From an optimization exercise on the open Yosys and OpenROAD flow, aimed at small area; shortcuts taken in it are not production practice. The RTL was checked by simulation tests, not by an equivalence proof against the original design. No driver is modelled on the clock port, so clock power and skew are understated where the tree is cut down; a real chip needs a root buffer or a tree.

==> inputs of 07-18 <==
==> flow/design.v <==
module FIFO8x8 (
    input clk, rst,
    input rden, wren,
    input [7:0] DataIn,
    output [7:0] DataOut,
    output fifo_full,
    output fifo_empty,
    output data_out_valid
);
reg [127:0] mem;    
reg [3:0] idx;
wire pop = rden & ~fifo_empty;
wire [127:0] w = {128{wren}};
always @(posedge clk)
    mem <= ({mem[119:0], DataIn} & w) | (mem & ~w);
always @(posedge clk or posedge rst) begin
    if (rst)
        idx <= 4'hF;
    else if (wren != pop)
        idx <= wren ? idx + 4'd1 : idx - 4'd1;
end
assign fifo_full = 1'b0;
assign fifo_empty = &idx;
assign data_out_valid = pop;
assign DataOut = mem[8*idx +: 8];
endmodule
module FSM_Packetizer (
    input clk, rst,
    input fifo_empty, tx_ready,
    input [7:0] fifo_data,
    output tx_enable,
    output reg [7:0] tx_data
);
localparam IDLE = 4'd0, WAITR = 4'd1, LOAD = 4'd2, SEND0 = 4'd3, DONE = 4'd13;
reg [3:0] state;
always @(posedge clk or posedge rst) begin
    if (rst)
        state <= IDLE;
    else if (state == IDLE) begin
        if (!fifo_empty) state <= WAITR;
    end else if (state == WAITR) begin
        if (tx_ready) state <= LOAD;
    end else if (state == DONE)
        state <= IDLE;
    else
        state <= state + 4'd1;
end
always @(posedge clk)
    if (state == LOAD) tx_data <= fifo_data;
assign tx_enable = (state == SEND0);
endmodule
module UART_Transmitter (
    input clk, rst,
    input start_tx,
    input [7:0] tx_data,
    output reg tx_out,
    output reg tx_busy,
    output tx_ready
);
reg [12:0] baud_counter;
reg [3:0] bit_counter;    
wire tick = ~baud_counter[0] & ~baud_counter[1] & ~baud_counter[2] & ~baud_counter[3] & baud_counter[6] & baud_counter[7] & baud_counter[8] & baud_counter[9] & ~baud_counter[10] & baud_counter[12];
wire last = bit_counter[3] & ~bit_counter[1] & bit_counter[0];    
always @(posedge clk) begin
    if (tx_busy && !tick)
        baud_counter <= {baud_counter[11:0], ~(baud_counter[12] ^ baud_counter[4])};
    else
        baud_counter <= 13'd0;
end
always @(posedge clk) begin
    if (!tx_busy)
        bit_counter <= 4'd15;
    else if (tick)
        bit_counter <= bit_counter + 4'd1;
end
wire bit_val = bit_counter[3] ? ~(bit_counter[1] & bit_counter[0]) : tx_data[bit_counter[2:0]];
always @(posedge clk or posedge rst) begin
    if (rst) begin
        tx_out <= 1'b1;
        tx_busy <= 1'b0;
    end else if (tx_busy) begin
        if (tick) begin
            tx_out <= bit_val;
            if (last) tx_busy <= 1'b0;
        end
    end else if (start_tx)
        tx_busy <= 1'b1;
end
assign tx_ready = ~tx_busy;
endmodule
module Top_Module (
    input clk, rst,
    input wr_en, rd_en,          
    input tx_ready,
    input [7:0] data_in,
    output tx_out,
    output fifo_full, fifo_empty,
    output tx_busy, tx_ready_out
);
wire [7:0] fifo_data_out;
wire fifo_rden, uart_start_tx;
wire [7:0] uart_tx_data;
FIFO8x8 fifo_inst (
    .clk(clk),
    .rst(rst),
    .wren(wr_en),
    .rden(fifo_rden),
    .DataIn(data_in),
    .DataOut(fifo_data_out),
    .fifo_full(fifo_full),
    .fifo_empty(fifo_empty),
    .data_out_valid(uart_start_tx)
);
FSM_Packetizer fsm_inst (
    .clk(clk),
    .rst(rst),
    .fifo_empty(fifo_empty),
    .tx_ready(tx_ready),
    .fifo_data(fifo_data_out),
    .tx_enable(fifo_rden),
    .tx_data(uart_tx_data)
);
UART_Transmitter uart_inst (
    .clk(clk),
    .rst(rst),
    .start_tx(uart_start_tx),
    .tx_data(uart_tx_data),
    .tx_out(tx_out),
    .tx_busy(tx_busy),
    .tx_ready(tx_ready_out)
);
endmodule
==> flow/flow/run.sh <==
#!/bin/bash
# The standard layout, with two changes: the clock tree uses clkbuf_8 and no
# dummy loads, and each port gets a buf_1 as its buffer.
set -euo pipefail
export CTS_ARGS="-sink_clustering_enable -repair_clock_nets -buf_list sky130_fd_sc_hd__clkbuf_8 -dont_use_dummy_load"
export BUFFER_PORTS_ARGS="-buffer_cell sky130_fd_sc_hd__buf_1"
bash standard.sh finish > standard_finish.log 2>&1
==> flow/standard.sh <==
#!/bin/bash
# synth_recipe.tcl (not shown) runs the flow's synth.tcl, then flattens the netlist and writes it again
# the make line also repeats each setting of config.mk as NAME=value (left out here)
make -C /OpenROAD-flow-scripts/flow DESIGN_CONFIG=/design/flow/config.mk WORK_HOME=/design/flow/orfs CLKGATE_MAP_FILE= SYNTH_SCRIPT=/design/flow/synth_recipe.tcl "${@:-finish}"
==> flow/config.mk <==
export PLATFORM = sky130hd
export DESIGN_NAME = Top_Module
export DESIGN_NICKNAME = Top_Module
export VERILOG_FILES = /design/flow/design.v
export SDC_FILE = /design/flow/constraint.sdc
export NUM_CORES = 4
export LEC_CHECK = 0
export CAP_MARGIN = 20
export CORE_MARGIN = 2
export CORE_UTILIZATION = 40
export SLEW_MARGIN = 20
==> flow/constraint.sdc <==
create_clock -name core_clock -period 5.0 [get_ports {clk}]
set_input_delay 1.0000 -clock core_clock [delete_from_list [all_inputs] [get_ports {clk}]]
set_output_delay 1.0000 -clock core_clock [all_outputs]
set_load 0.01 [all_outputs]
==> 04-04 (differences from 07-18) <==
==> flow/design.v, changed modules only <==
module UART_Transmitter (
    input clk, rst,
    input start_tx,
    input [7:0] tx_data,
    output reg tx_out,
    output reg tx_busy,
    output tx_ready
);
localparam [12:0] BAUD_TICKS = 13'd5208;
reg [12:0] baud_counter;
reg [3:0] bit_counter;
wire tick = &(baud_counter | ~BAUD_TICKS);
wire last = bit_counter[3] & bit_counter[1];    
always @(posedge clk) begin
    if (tx_busy && !tick)
        baud_counter <= baud_counter + 13'd1;
    else
        baud_counter <= 13'd0;
end
always @(posedge clk) begin
    if (!tx_busy)
        bit_counter <= 4'd0;
    else if (tick)
        bit_counter <= bit_counter + 4'd1;
end
reg bit_val;
always @(*) begin
    case (bit_counter)
        4'd0: bit_val = 1'b0;
        4'd1: bit_val = tx_data[0];
        4'd2: bit_val = tx_data[1];
        4'd3: bit_val = tx_data[2];
        4'd4: bit_val = tx_data[3];
        4'd5: bit_val = tx_data[4];
        4'd6: bit_val = tx_data[5];
        4'd7: bit_val = tx_data[6];
        4'd8: bit_val = tx_data[7];
        default: bit_val = 1'b1;
    endcase
end
always @(posedge clk or posedge rst) begin
    if (rst) begin
        tx_out <= 1'b1;
        tx_busy <= 1'b0;
    end else if (tx_busy) begin
        if (tick) begin
            tx_out <= bit_val;
            if (last) tx_busy <= 1'b0;
        end
    end else if (start_tx)
        tx_busy <= 1'b1;
end
assign tx_ready = ~tx_busy;
endmodule
==> flow/run.sh (new file) <==
#!/bin/bash
# synth_recipe.tcl (not shown) runs the flow's synth.tcl, then flattens the netlist and writes it again
# the make line also repeats each setting of config.mk as NAME=value (left out here)
make -C /OpenROAD-flow-scripts/flow DESIGN_CONFIG=/design/flow/config.mk WORK_HOME=/design/flow/orfs CLKGATE_MAP_FILE= SYNTH_SCRIPT=/design/flow/synth_recipe.tcl finish
- CORE_UTILIZATION: 40 -> 70
- CTS_BUF_LIST: not set -> sky130_fd_sc_hd__clkbuf_4 sky130_fd_sc_hd__clkbuf_8
- CTS_CLUSTER_DIAMETER: not set -> 100
- CTS_CLUSTER_SIZE: not set -> 30
- PLACE_DENSITY: not set -> 0.8
removed: flow/flow/run.sh
removed: flow/standard.sh
==> 11-22 (differences from 07-18) <==
==> flow/design.v, changed modules only <==
module UART_Transmitter (
    input clk, rst,
    input start_tx,
    input [7:0] tx_data,
    output reg tx_out,
    output reg tx_busy,
    output tx_ready
);
localparam [12:0] BAUD_TICKS = 13'd5208;
reg [12:0] baud_counter;
reg [3:0] bit_counter;
wire tick = &(baud_counter | ~BAUD_TICKS);
wire last = bit_counter[3] & bit_counter[1];    
always @(posedge clk) begin
    if (tx_busy && !tick)
        baud_counter <= baud_counter + 13'd1;
    else
        baud_counter <= 13'd0;
end
always @(posedge clk) begin
    if (!tx_busy)
        bit_counter <= 4'd0;
    else if (tick)
        bit_counter <= bit_counter + 4'd1;
end
reg bit_val;
always @(*) begin
    case (bit_counter)
        4'd0: bit_val = 1'b0;
        4'd1: bit_val = tx_data[0];
        4'd2: bit_val = tx_data[1];
        4'd3: bit_val = tx_data[2];
        4'd4: bit_val = tx_data[3];
        4'd5: bit_val = tx_data[4];
        4'd6: bit_val = tx_data[5];
        4'd7: bit_val = tx_data[6];
        4'd8: bit_val = tx_data[7];
        default: bit_val = 1'b1;
    endcase
end
always @(posedge clk or posedge rst) begin
    if (rst) begin
        tx_out <= 1'b1;
        tx_busy <= 1'b0;
    end else if (tx_busy) begin
        if (tick) begin
            tx_out <= bit_val;
            if (last) tx_busy <= 1'b0;
        end
    end else if (start_tx)
        tx_busy <= 1'b1;
end
assign tx_ready = ~tx_busy;
endmodule
==> flow/run.sh (new file) <==
#!/bin/bash
# synth_recipe.tcl (not shown) runs the flow's synth.tcl, then flattens the netlist and writes it again
# the make line also repeats each setting of config.mk as NAME=value (left out here)
make -C /OpenROAD-flow-scripts/flow DESIGN_CONFIG=/design/flow/config.mk WORK_HOME=/design/flow/orfs CLKGATE_MAP_FILE= SYNTH_SCRIPT=/design/flow/synth_recipe.tcl finish
- CORE_UTILIZATION: 40 -> 70
- PLACE_DENSITY: not set -> 0.8
removed: flow/flow/run.sh
removed: flow/standard.sh
==> notes <==
- Via count: 04-04 is lower than 11-22 (1.3%).
- In flip-flop and latch count, 11-22 and 04-04 do not differ.
- In 11-22 the critical path depth is lower than in 07-18, by 1.
- Utilization: 07-18 is lower than 11-22 (36 points).
- Clock skew: 11-22 < 04-04 < 07-18.

* * *

==> inputs of 02-12 <==
Starts from the design.v that is shown in full above.
Settings: LEC_CHECK=0, CAP_MARGIN=20, CORE_MARGIN=2, CORE_UTILIZATION=40, SLEW_MARGIN=20; clock period 5.0 ns.
standard.sh (not shown) runs the stock make flow with config.mk's settings and CLKGATE_MAP_FILE= SYNTH_SCRIPT=/design/flow/synth_recipe.tcl, a recipe that flattens the netlist after the stock synthesis.
==> flow/flow/run.sh <==
#!/bin/bash
# The standard layout with two changes: the clock tree is the two-level
# inverter tree of flow/invtree.tcl (built in the CTS step by
# flow/cts_pre.tcl), and each port gets a buf_1 as its buffer.
set -euo pipefail
export PRE_CTS_TCL="$PWD/flow/cts_pre.tcl"
export BUFFER_PORTS_ARGS="-buffer_cell sky130_fd_sc_hd__buf_1"
bash standard.sh finish > standard_finish.log 2>&1
==> flow/flow/cts_pre.tcl <==
# Sourced by ORFS's CTS step before it runs clock_tree_synthesis: replace that
# command by the two-level inverter tree of invtree.tcl.
source [file join [file dirname [info script]] invtree.tcl]
rename clock_tree_synthesis orfs_clock_tree_synthesis
proc clock_tree_synthesis {args} {
  invtree clk 20 sky130_fd_sc_hd__inv_8 sky130_fd_sc_hd__inv_12
}
==> flow/flow/invtree.tcl <==
# Clock tree of two inverter levels: the clock port drives one root inverter,
# which drives one leaf inverter per cluster of clock sinks; the clusters come
# from recursive bisection of the sinks' locations.
proc invtree_split {items maxn} {
  if {[llength $items] <= $maxn} { return [list $items] }
  set xs {}; set ys {}
  foreach it $items { lappend xs [lindex $it 1]; lappend ys [lindex $it 2] }
  set xs [lsort -real $xs]; set ys [lsort -real $ys]
  set dx [expr {[lindex $xs end] - [lindex $xs 0]}]
  set dy [expr {[lindex $ys end] - [lindex $ys 0]}]
  set idx [expr {$dx >= $dy ? 1 : 2}]
  set sorted [lsort -real -index $idx $items]
  # split so that both halves hold whole multiples of maxn where possible
  set n [llength $sorted]
  set parts [expr {int(ceil(double($n) / $maxn))}]
  set left [expr {int(round(double($n) * ($parts / 2) / $parts))}]
  set a [lrange $sorted 0 [expr {$left - 1}]]
  set b [lrange $sorted $left end]
  return [concat [invtree_split $a $maxn] [invtree_split $b $maxn]]
}

proc invtree {clkname maxn leafcell rootcell} {
  set block [ord::get_db_block]
  set db [ord::get_db]
  set clknet [$block findNet $clkname]
  set items {}
  foreach it [$clknet getITerms] {
    set bb [[$it getInst] getBBox]
    lappend items [list $it [expr {([$bb xMin] + [$bb xMax]) / 2.0}] [expr {([$bb yMin] + [$bb yMax]) / 2.0}]]
  }
  set groups [invtree_split $items $maxn]
  set lm [$db findMaster $leafcell]
  set rm [$db findMaster $rootcell]
  set mid [odb::dbNet_create $block "clknet_root"]
  $mid setSigType CLOCK
  set k 0; set sx 0; set sy 0
  foreach g $groups {
    set gx 0; set gy 0
    foreach it $g { set gx [expr {$gx + [lindex $it 1]}]; set gy [expr {$gy + [lindex $it 2]}] }
    set gx [expr {$gx / [llength $g]}]; set gy [expr {$gy / [llength $g]}]
    set inst [odb::dbInst_create $block $lm "clkinv_leaf_$k"]
    $inst setLocation [expr {int($gx)}] [expr {int($gy)}]
    $inst setPlacementStatus PLACED
    set net [odb::dbNet_create $block "clknet_leaf_$k"]
    $net setSigType CLOCK
    [$inst findITerm A] connect $mid
    [$inst findITerm Y] connect $net
    foreach it $g { [lindex $it 0] disconnect; [lindex $it 0] connect $net }
    set sx [expr {$sx + $gx}]; set sy [expr {$sy + $gy}]
    puts "invtree: leaf $k drives [llength $g] sinks"
    incr k
  }
  set root [odb::dbInst_create $block $rm "clkinv_root"]
  $root setLocation [expr {int($sx / $k)}] [expr {int($sy / $k)}]
  $root setPlacementStatus PLACED
  [$root findITerm A] connect $clknet
  [$root findITerm Y] connect $mid
  $clknet setSigType CLOCK
}
==> 09-13 (differences from 02-12) <==
--- a/flow/design.v
+++ b/flow/design.v
@@ -9,8 +9,12 @@
 );
-reg [127:0] mem;    
+reg [7:0] mem [0:15];
 reg [3:0] idx;
 wire pop = rden & ~fifo_empty;
-wire [127:0] w = {128{wren}};
+integer i;
 always @(posedge clk)
-    mem <= ({mem[119:0], DataIn} & w) | (mem & ~w);
+    if (wren) begin
+        mem[0] <= DataIn;
+        for (i = 1; i < 16; i = i + 1)
+            mem[i] <= mem[i-1];
+    end
 always @(posedge clk or posedge rst) begin
@@ -24,3 +28,10 @@
 assign data_out_valid = pop;
-assign DataOut = mem[8*idx +: 8];
+reg [7:0] rd;
+integer k;
+always @(*) begin
+    rd = 8'd0;
+    for (k = 0; k < 16; k = k + 1)
+        rd = rd | (mem[k] & {8{idx == k}});
+end
+assign DataOut = rd;
 endmodule
@@ -59,3 +70,5 @@
 );
-reg [12:0] baud_counter;
+localparam [12:0] INV = 13'b0101010101010;
+reg [12:0] baud_q;
+wire [12:0] baud_counter = baud_q ^ INV;
 reg [3:0] bit_counter;    
@@ -65,5 +78,5 @@
     if (tx_busy && !tick)
-        baud_counter <= {baud_counter[11:0], ~(baud_counter[12] ^ baud_counter[4])};
+        baud_q <= {baud_counter[11:0], ~(baud_counter[12] ^ baud_counter[4])} ^ INV;
     else
-        baud_counter <= 13'd0;
+        baud_q <= INV;
 end
==> flow/flow/run.sh (replaced) <==
#!/bin/bash
# The standard layout with three changes:
# - synthesis maps the logic with an area-oriented ABC script
#   (flow/abc_area.script, three rounds of &dch -f and &nf -a -R 1000) in place of ORFS's
#   speed script; everything else in synthesis is unchanged, so the registers
#   are those of the standard synthesis;
# - the clock tree is the two-level inverter tree of flow/invtree.tcl, built
#   in the CTS step by flow/cts_pre.tcl;
# - each port gets a buf_1 as its buffer.
set -euo pipefail
rm -rf scripts_abc
cp -r "$FLOW_HOME/scripts" scripts_abc
cp flow/abc_area.script scripts_abc/abc_speed.script
export SCRIPTS_DIR="$PWD/scripts_abc"
export PRE_CTS_TCL="$PWD/flow/cts_pre.tcl"
export BUFFER_PORTS_ARGS="-buffer_cell sky130_fd_sc_hd__buf_1"
bash standard.sh finish > standard_finish.log 2>&1
==> flow/flow/abc_area.script (new file) <==
&get -n
&st
&dch -f
&nf -a -R 1000
&put
&get -n
&st
&dch -f
&nf -a -R 1000
&put
&get -n
&st
&dch -f
&nf -a -R 1000
&put
--- a/flow/config.mk
+++ b/flow/config.mk
@@ -7,5 +7,5 @@
 export LEC_CHECK = 0
-export CAP_MARGIN = 20
+export CAP_MARGIN = 0
 export CORE_MARGIN = 2
 export CORE_UTILIZATION = 40
-export SLEW_MARGIN = 20
+export SLEW_MARGIN = 0
==> 02-03 (differences from 02-12) <==
--- a/flow/design.v
+++ b/flow/design.v
@@ -9,8 +9,14 @@
 );
-reg [127:0] mem;    
+reg [7:0] mem [0:15];
 reg [3:0] idx;
 wire pop = rden & ~fifo_empty;
-wire [127:0] w = {128{wren}};
+integer i;
 always @(posedge clk)
-    mem <= ({mem[119:0], DataIn} & w) | (mem & ~w);
+    if (wren) begin
+        mem[0] <= DataIn;
+        for (i = 1; i < 16; i = i + 1)
+            mem[i] <= mem[i-1];
+    end
+wire [3:0] c = idx ^ {4{~wren}};
+wire [3:0] t = {c[2] & c[1] & c[0], c[1] & c[0], c[0], 1'b1};
 always @(posedge clk or posedge rst) begin
@@ -19,3 +25,3 @@
     else if (wren != pop)
-        idx <= wren ? idx + 4'd1 : idx - 4'd1;
+        idx <= idx ^ t;
 end
@@ -24,3 +30,10 @@
 assign data_out_valid = pop;
-assign DataOut = mem[8*idx +: 8];
+reg [7:0] rd;
+integer k;
+always @(*) begin
+    rd = 8'd0;
+    for (k = 0; k < 16; k = k + 1)
+        rd = rd | (mem[k] & {8{idx == k}});
+end
+assign DataOut = rd;
 endmodule
@@ -59,3 +72,5 @@
 );
-reg [12:0] baud_counter;
+localparam [12:0] INV = 13'b0101010101010;
+reg [12:0] baud_q;
+wire [12:0] baud_counter = baud_q ^ INV;
 reg [3:0] bit_counter;    
@@ -65,5 +80,5 @@
     if (tx_busy && !tick)
-        baud_counter <= {baud_counter[11:0], ~(baud_counter[12] ^ baud_counter[4])};
+        baud_q <= {baud_counter[11:0], ~(baud_counter[12] ^ baud_counter[4])} ^ INV;
     else
-        baud_counter <= 13'd0;
+        baud_q <= INV;
 end
@@ -73,3 +88,3 @@
     else if (tick)
-        bit_counter <= bit_counter + 4'd1;
+        bit_counter <= bit_counter ^ {&bit_counter[2:0], &bit_counter[1:0], bit_counter[0], 1'b1};    
 end
==> flow/flow/run.sh (replaced) <==
#!/bin/bash
# The standard layout with three changes:
# - synthesis maps the logic with an area-oriented ABC script
#   (flow/abc_area.script, three rounds of &dch -f and &nf -a -R 1000) in place of ORFS's
#   speed script; everything else in synthesis is unchanged, so the registers
#   are those of the standard synthesis;
# - the clock tree is the two-level inverter tree of flow/invtree.tcl, built
#   in the CTS step by flow/cts_pre.tcl;
# - each port gets a buf_1 as its buffer.
set -euo pipefail
rm -rf scripts_abc
cp -r "$FLOW_HOME/scripts" scripts_abc
cp flow/abc_area.script scripts_abc/abc_speed.script
export SCRIPTS_DIR="$PWD/scripts_abc"
export PRE_CTS_TCL="$PWD/flow/cts_pre.tcl"
export BUFFER_PORTS_ARGS="-buffer_cell sky130_fd_sc_hd__buf_1"
bash standard.sh finish > standard_finish.log 2>&1
==> flow/flow/abc_area.script (new file) <==
&get -n
&st
&dch -f
&nf -a -R 1000
&put
&get -n
&st
&dch -f
&nf -a -R 1000
&put
&get -n
&st
&dch -f
&nf -a -R 1000
&put
--- a/flow/config.mk
+++ b/flow/config.mk
@@ -10,2 +10,3 @@
 export CORE_UTILIZATION = 40
+export GPL_TIMING_DRIVEN = 0
 export SLEW_MARGIN = 20
==> 10-23 (differences from 02-12) <==
==> flow/run.sh (new file) <==
#!/bin/bash
# synth_recipe.tcl (not shown) runs the flow's synth.tcl, then flattens the netlist and writes it again
# the make line also repeats each setting of config.mk as NAME=value (left out here)
make -C /OpenROAD-flow-scripts/flow DESIGN_CONFIG=/design/flow/config.mk WORK_HOME=/design/flow/orfs CLKGATE_MAP_FILE= SYNTH_SCRIPT=/design/flow/synth_recipe.tcl finish
removed: flow/flow/run.sh
removed: flow/flow/cts_pre.tcl
removed: flow/flow/invtree.tcl
removed: flow/standard.sh
==> reports/metrics.cfg <==
[status]
status = no timing/DRC/antenna violations

[yosys]
yosysTopAreaCellShare_pct = 64.28

[placed_design]
gp_congestion = 0.6921
dp_slack_ns = 2.158

[timing]
maxSlewHeadroom_pct = 33.48

[drt]
wl_met3_um = 323
wire_per_inst_um = 17.22

[global_route]
grtUsageTotal_pct = 12.02

[layout]
syn2layout_area_growth_pct = 6.026

[power]
clockPowerShare_pct = 15.6

Source of the figures above: 02-12

==> reports/metrics.cfg <==
[yosys]
synth_edf_count = 136
synthXorXnorAreaFrac_pct = 1.221
synthTopCellsByArea = edfxtp_1, mux4_2, dfxtp_1, mux2i_1, a221oi_1

[drt]
wire_per_inst_um = 16.96
wl_met3_um = 455
met1_length_um = 5022

[critical_path]
max_stage_delay_ns = 0.95

[layout]
final_util_pct = 46.12
syn2layout_area_growth_pct = 14.06

[power]
clockPowerShare_pct = 30.1

[global_route]
grtUsageTotal_pct = 13.32

[placed_design]
gp_congestion = 0.7333
dp_slack_ns = 1.833

[status]
status = no timing/DRC/antenna violations

[timing]
maxSlewHeadroom_pct = 32.89

Source of the figures above: 10-23

==> reports/metrics.cfg <==
[status]
status = no timing/DRC/antenna violations

[drt]
wl_met3_um = 318
wire_per_inst_um = 18.17

[layout]
final_cell_mix = edfxtp_1, nand2_1, a222oi_1
syn2layout_area_growth_pct = 7.082

[placed_design]
dp_slack_ns = 2.180
gp_congestion = 0.7782

[timing]
fin_setup_tns_ns = 0

[power]
clockPowerShare_pct = 17.2

[critical_path]
worstPathRequired_ns = 4.95

[yosys]
synthTopCellsByArea = edfxtp_1, dfxtp_1, a222oi_1, a22oi_1, dfstp_2

[global_route]
grtUsageTotal_pct = 12.31

Source of the figures above: 09-13

==> reports/metrics.cfg <==
[placed_design]
gp_congestion = 0.7665
portBuffers = 15

[timing]
maxSlewHeadroom_pct = 26.49
rsz0062_at_grt = no
setup_violations = 0

[layout]
inv_count = 14

[yosys]
synth.area.mux_share_pct = 0.9544
synth_commonest_cells = edfxtp_1, a222oi_1, nor2_1
yosysTopAreaCellShare_pct = 70.80

[power]
clockPowerShare_pct = 17.4

[cts]
clk_latency_ns = 0.19

[critical_path]
max_stage_delay_ns = 0.83
reg2reg_from = fifo_inst.idx[0]

[drt]
wl_met3_um = 544
wire_per_inst_um = 18.77

[status]
status = no timing/DRC/antenna violations

[global_route]
grt_pass1_vias = 2920
met3_usage_pct = 1.099

Source of the figures above: 02-03

The clock cells of 02-12, 09-13 and 02-03 come from the design's own scripts or RTL, not from TritonCTS.

## afterwards: timing with drivers on the ports
No port has a modelled driver above. Below, the same layouts with a new extraction and two added sets of constraints. Step 1: set_driving_cell puts a clkbuf_16 on clk and a buf_2 on each other input, an assumption about the parent block. Step 2, shift: input delay + t, output delay - t, t = (earliest + latest rising clock arrival at the registers) / 2. This alone moves slack from input paths to output paths. Slacks: ideal ports / drivers / drivers and shift; pairs: ideal ports / drivers.
run	t, ns	setup slack, ns	pins driven straight from the clock port
07-18	0.457	1.936 / 1.900 / 2.159	1
04-04	0.471	1.707 / 1.673 / 2.004	1
11-22	0.552	1.631 / 1.594 / 1.975	1
02-12	0.244	2.164 / 2.106 / 2.160	1
09-13	0.243	2.189 / 2.151 / 2.189	1
02-03	0.240	1.904 / 1.846 / 2.087	1
10-23	0.459	1.658 / 1.618 / 1.764	1
After both steps setup and hold are still met in every run listed. The setup slack of 02-12, which loses most, moves by -0.058 ns with the drivers and by -0.004 ns with both steps.
